Context: an optimization exercise on an open-source flow, tuned for small area, a short achievable clock period and few clock cycles per item. The choices shown serve that exercise and are no tape-out recipe.
The RTL was checked by simulation tests, not by an equivalence proof against the original design.

## rev 12
Design Raptor64Mult, start of the top module:
module Raptor64Mult(rst, clk, ld, sgn, isMuli, a, b, imm, o, done);
Settings: LEC_CHECK=0, ABC_CLOCK_PERIOD_IN_PS=3000, CAP_MARGIN=50, CORE_MARGIN=2, CORE_UTILIZATION=55, SETUP_SLACK_MARGIN=5, SLEW_MARGIN=70, SYNTH_HIERARCHICAL=1, SYNTH_MINIMUM_KEEP_SIZE=0; clock period 10.0 ns.
standard.sh (not shown) runs the stock make flow with config.mk's settings and CLKGATE_MAP_FILE= SYNTH_SCRIPT=/design/flow/synth_recipe.tcl, a recipe that flattens the netlist after the stock synthesis.
==> flow/flow/run.sh <==
#!/bin/bash
# Own layout flow: the standard layout (standard.sh, unchanged synthesis and
# steps), run with a larger setup repair margin than config.mk accepts, so that
# repair_timing keeps working on paths until they fit in a shorter period.
# The clock, constraints and design are the standard flow's; only the repair target moves.
set -euo pipefail
MARGIN=$(cat flow/margin.txt)
sed -e "s/SETUP_SLACK_MARGIN=[-0-9.]*/SETUP_SLACK_MARGIN=${MARGIN}/" standard.sh > standard_margin.sh
grep -q "SETUP_SLACK_MARGIN=${MARGIN}" standard_margin.sh
bash standard_margin.sh > standard_margin.log 2>&1
==> flow/flow/margin.txt <==
6.8
Testbench counts of rev 12, summed over its fixed seeds: cycles 19,200, items 2,400.
The following lists how rev 13 was set up differently from rev 12:
==> flow/run.sh (new file) <==
#!/bin/bash
# synth_recipe.tcl (not shown) runs the flow's synth.tcl, then flattens the netlist and writes it again
# the make line also repeats each setting of config.mk as NAME=value (left out here)
make -C /OpenROAD-flow-scripts/flow DESIGN_CONFIG=/design/flow/config.mk WORK_HOME=/design/flow/orfs CLKGATE_MAP_FILE= SYNTH_SCRIPT=/design/flow/synth_recipe.tcl finish
removed: flow/flow/run.sh
removed: flow/flow/margin.txt
removed: flow/standard.sh
==> summary.txt <==
Diff rev 12 -> rev 13: ratio of routed vias to standard cells fell 0.25; instance area after placement fell 250 µm².
flop to primary output as the category of the most critical setup path was reported by rev 13, and flop to flop by rev 12.

* * *

Another version of the RTL of Raptor64Mult (not shown whole).
Size: ~330 I/O pins, roughly 0.032 mm2 of cells after synthesis.
## Raptor64Mult
module Raptor64Mult(rst, clk, ld, sgn, isMuli, a, b, imm, o, done);
input clk;
input rst;
input ld;
input sgn;
input isMuli;
input [63:0] a;
input [63:0] b;
input [63:0] imm;
output [127:0] o;
output done;
reg [6:0] ph;        
reg [64:0] ar;        
reg [69:0] dr;        
reg [65:0] sr, cr;    
reg [13:0] lsr, lcr;  
reg busy;            
reg nbit;             
reg ca, cb;           
wire [6:0] one0, two0, neg0;  
wire [6:0] one1, two1, neg1;  
wire [6:0] one2, two2, neg2;  
wire first = ph[0];
assign done = ph[6];
wire [70:0] bx = {{6{sgn & b[63]}}, b, 1'b0};
wire [70:0] ix = {{6{sgn & imm[63]}}, imm, 1'b0};
wire [14:0] xb = ({15{~busy}} & bx[14:0]) | ({15{ph[0]}} & bx[28:14]) | ({15{ph[1]}} & bx[42:28]) | ({15{ph[2]}} & bx[56:42]) | ({15{ph[3]}} & bx[70:56]);
wire [14:0] xi = ({15{~busy}} & ix[14:0]) | ({15{ph[0]}} & ix[28:14]) | ({15{ph[1]}} & ix[42:28]) | ({15{ph[2]}} & ix[56:42]) | ({15{ph[3]}} & ix[70:56]);
wire [14:0] xd = isMuli ? xi : xb;
wire [6:0] one_n, two_n, neg_n;
genvar k;
generate for (k = 0; k < 7; k = k + 1) begin : enc
	wire one_d = xd[2*k+1] ^ xd[2*k];
	wire two_d = (xd[2*k+2] & ~xd[2*k+1] & ~xd[2*k]) | (~xd[2*k+2] & xd[2*k+1] & xd[2*k]);
	wire neg_d = xd[2*k+2] & ~(xd[2*k+1] & xd[2*k]);
	assign one_n[k] = one_d;
	assign two_n[k] = two_d;
	assign neg_n[k] = neg_d;
end endgenerate
always @(posedge clk) begin
	if (rst)
		ph <= 7'd0;
	else
		ph <= {ph[5:0], ld};
	busy <= ~rst & (ld | ph[0] | ph[1] | ph[2] | ph[3]);
  ...
==> flow/config.mk <==
export PLATFORM = sky130hd
export DESIGN_NAME = Raptor64Mult
export DESIGN_NICKNAME = Raptor64Mult
export VERILOG_FILES = /design/flow/design.v
export SDC_FILE = /design/flow/constraint.sdc
export NUM_CORES = 4
export LEC_CHECK = 0
export ABC_CLOCK_PERIOD_IN_PS = 3000
export CAP_MARGIN = 50
export CORE_MARGIN = 2
export CORE_UTILIZATION = 62
export CTS_BUF_LIST = sky130_fd_sc_hd__clkbuf_16
export CTS_CLUSTER_DIAMETER = 100
export CTS_CLUSTER_SIZE = 24
export SETUP_SLACK_MARGIN = 5
export SLEW_MARGIN = 70
export SYNTH_HIERARCHICAL = 1
export SYNTH_MINIMUM_KEEP_SIZE = 0
==> flow/constraint.sdc <==
create_clock -name core_clock -period 10.0 [get_ports {clk}]
set_input_delay 2.0000 -clock core_clock [delete_from_list [all_inputs] [get_ports {clk}]]
set_output_delay 2.0000 -clock core_clock [all_outputs]
set_load 0.01 [all_outputs]
==> flow/flow/run.sh <==
#!/bin/bash
set -euo pipefail
MARGIN=$(cat flow/margin.txt)
export BUFFER_PORTS_ARGS="-buffer_cell $(cat flow/bufcell.txt)"
sed -e "s/SETUP_SLACK_MARGIN=[-0-9.]*/SETUP_SLACK_MARGIN=${MARGIN}/" standard.sh > standard_margin.sh
grep -q "SETUP_SLACK_MARGIN=${MARGIN}" standard_margin.sh
bash standard_margin.sh > standard_margin.log 2>&1
==> flow/flow/bufcell.txt <==
sky130_fd_sc_hd__buf_1
==> flow/flow/margin.txt <==
6.7
The baseline completed with no timing, DRC or antenna violations.
Testbench counts at the start, summed over its fixed seeds: cycles 19,200, items 2,400.
Change:
==> flow/flow/margin.txt (replaced) <==
6.8
Result: Global-route usage rises by 0.98 points. Clock skew drops by 0.0091 ns. Non-clock buffer count climbs by 72. Sequential share of layout area drops by 0.42 points. First-iteration DRC count rose slightly. Maximum frequency went up by a few percent. Wire length rose by a few percent. Final area went up by a few percent. Setup slack gains 0.11 ns. Critical path depth goes up by 6.

* * *

run M:
Raptor64Mult, a different RTL version from the one above (not shown whole).
Size in the first run: ~330 I/O pins, roughly 33000 um^2 of cells after synthesis.
==> flow/design.v (excerpt) <==
module Raptor64Mult(rst, clk, ld, sgn, isMuli, a, b, imm, o, done);
export LEC_CHECK = 0
export ABC_CLOCK_PERIOD_IN_PS = 3000
export CAP_MARGIN = 50
export CORE_MARGIN = 2
export CORE_UTILIZATION = 55
export SETUP_SLACK_MARGIN = 5
export SLEW_MARGIN = 70
export SYNTH_HIERARCHICAL = 1
export SYNTH_MINIMUM_KEEP_SIZE = 0
create_clock -name core_clock -period 10.0 [get_ports {clk}]
==> flow/flow/margin.txt <==
6.6
Scripts as last shown in full above: flow/flow/run.sh, flow/flow/bufcell.txt
Run M completed end to end with timing, DRC and antenna clean.
Testbench counts of run M, summed over its fixed seeds: cycles 19,200, items 2,400.
[inputs] run Y vs run M
==> flow/flow/margin.txt <==
6.7
### Flow results
On global routing met3 resource utilization: between run M and run Y, it ends up higher for run Y. Run M -> run Y: sequential-to-total area share from yosys stat flat. Placed instance area, run M and run Y: larger value in run Y. Run Y: global-route usage higher than run M. As far as via count is concerned, run M and run Y perform about the same. Relative to run M, quantity of gates resized following cts has increased by 8 in run Y. Between run M and run Y, wire length of the first global-routing pass is higher for run Y, run M comes in under that. Changes observed in run Y relative to run M: post-synthesis sequential element count saw little to no change, utilization saw an increase.

* * *

Another version of the RTL of Raptor64Mult (not shown whole).
Size: ~360 flip-flops, ~330 I/O pins.
export LEC_CHECK = 0
export ABC_CLOCK_PERIOD_IN_PS = 5000
export CAP_MARGIN = 50
export CORE_MARGIN = 2
export CORE_UTILIZATION = 62
export CTS_BUF_LIST = sky130_fd_sc_hd__clkbuf_16
export CTS_CLUSTER_DIAMETER = 100
export CTS_CLUSTER_SIZE = 24
export SETUP_SLACK_MARGIN = 5
export SLEW_MARGIN = 70
export SYNTH_HIERARCHICAL = 1
export SYNTH_MINIMUM_KEEP_SIZE = 0
create_clock -name core_clock -period 10.0 [get_ports {clk}]
==> flow/flow/margin.txt <==
6.7
Scripts as last shown in full above: flow/flow/run.sh, flow/flow/bufcell.txt
The first run went through all stages and came out clean.
Testbench counts at the start, summed over its fixed seeds: cycles 19,200, items 2,400.
Rerun with:
Settings changed: ABC_CLOCK_PERIOD_IN_PS 5000 to 3000, CORE_UTILIZATION 62 to 55, CTS_BUF_LIST sky130_fd_sc_hd__clkbuf_16 to unset, CTS_CLUSTER_DIAMETER 100 to unset, CTS_CLUSTER_SIZE 24 to unset.
Wire length is higher by 4.8%.
Synthesized area is unchanged.
Rerun with:
Settings changed: CAP_MARGIN 50 to 30, CORE_UTILIZATION 55 to 62, CTS_BUF_LIST set to sky130_fd_sc_hd__clkbuf_16, CTS_CLUSTER_DIAMETER set to 100, CTS_CLUSTER_SIZE set to 24, SLEW_MARGIN 70 to 40.
Effect: Count of clock-buffer cells in the layout goes down by 29; non-clock buffer count went down by 30; core utilization is higher by 5.0 points; worst setup slack barely changes; design area is lower by about 4.5%; synthesized area stays the same; maximum frequency is about the same.
Rerun with:
Settings changed: CAP_MARGIN 30 to 50, CORE_UTILIZATION 62 to 68, SLEW_MARGIN 40 to 70.
Effect: Cell area hardly moves. Clock skew goes down by 0.026 ns. Flip-flop and latch count stays the same. First-iteration DRC count goes down by 4.0%. Routed wire length goes down by 2.3%.
Rerun with:
Settings changed: CORE_UTILIZATION 68 to 62.
Non-clock buffer count decreases by 1.
Synthesized cell count is unchanged.
Setup slack is better by 0.017 ns.
Sequential cell count is unchanged.
Synthesized area does not change.

[static timing again, ports no longer ideal]
How much do the figures lean on ideal ports? The routed layouts below were timed once more, with nothing changed but the port constraints. Step 1 assumes that a clkbuf_16 drives the clock port and a buf_2 every other input. Step 2, shift: input delay + t, output delay - t, t = (earliest + latest rising clock arrival at the registers) / 2. This alone moves slack from input paths to output paths. Slacks: no drivers / after step 1 / after step 2; pairs: no drivers / after step 1.
run	shift t [ns]	slack for setup (ns)	pins driven straight from the clock port
rev 12	0.673	6.666 / 6.666 / 6.130	1
rev 13	0.679	6.354 / 6.292 / 5.992	1
the first run of note 2	0.651	6.708 / 6.641 / 6.200	1
the second run of note 2	0.657	6.820 / 6.795 / 6.224	1
run M	0.661	6.674 / 6.615 / 6.035	1
run Y	0.680	6.742 / 6.676 / 6.344	1
the first run of note 4	0.638	6.713 / 6.652 / 6.167	1
the second run of note 4	0.667	6.716 / 6.650 / 6.186	1
the third run of note 4	0.655	6.718 / 6.657 / 6.104	1
the fourth run of note 4	0.633	6.696 / 6.640 / 6.175	1
the fifth run of note 4	0.638	6.713 / 6.652 / 6.167	1
After both steps setup and hold are still met in every run listed. For run M, which loses most, drivers alone change the setup slack by -0.059 ns; drivers and shift together by -0.639 ns.
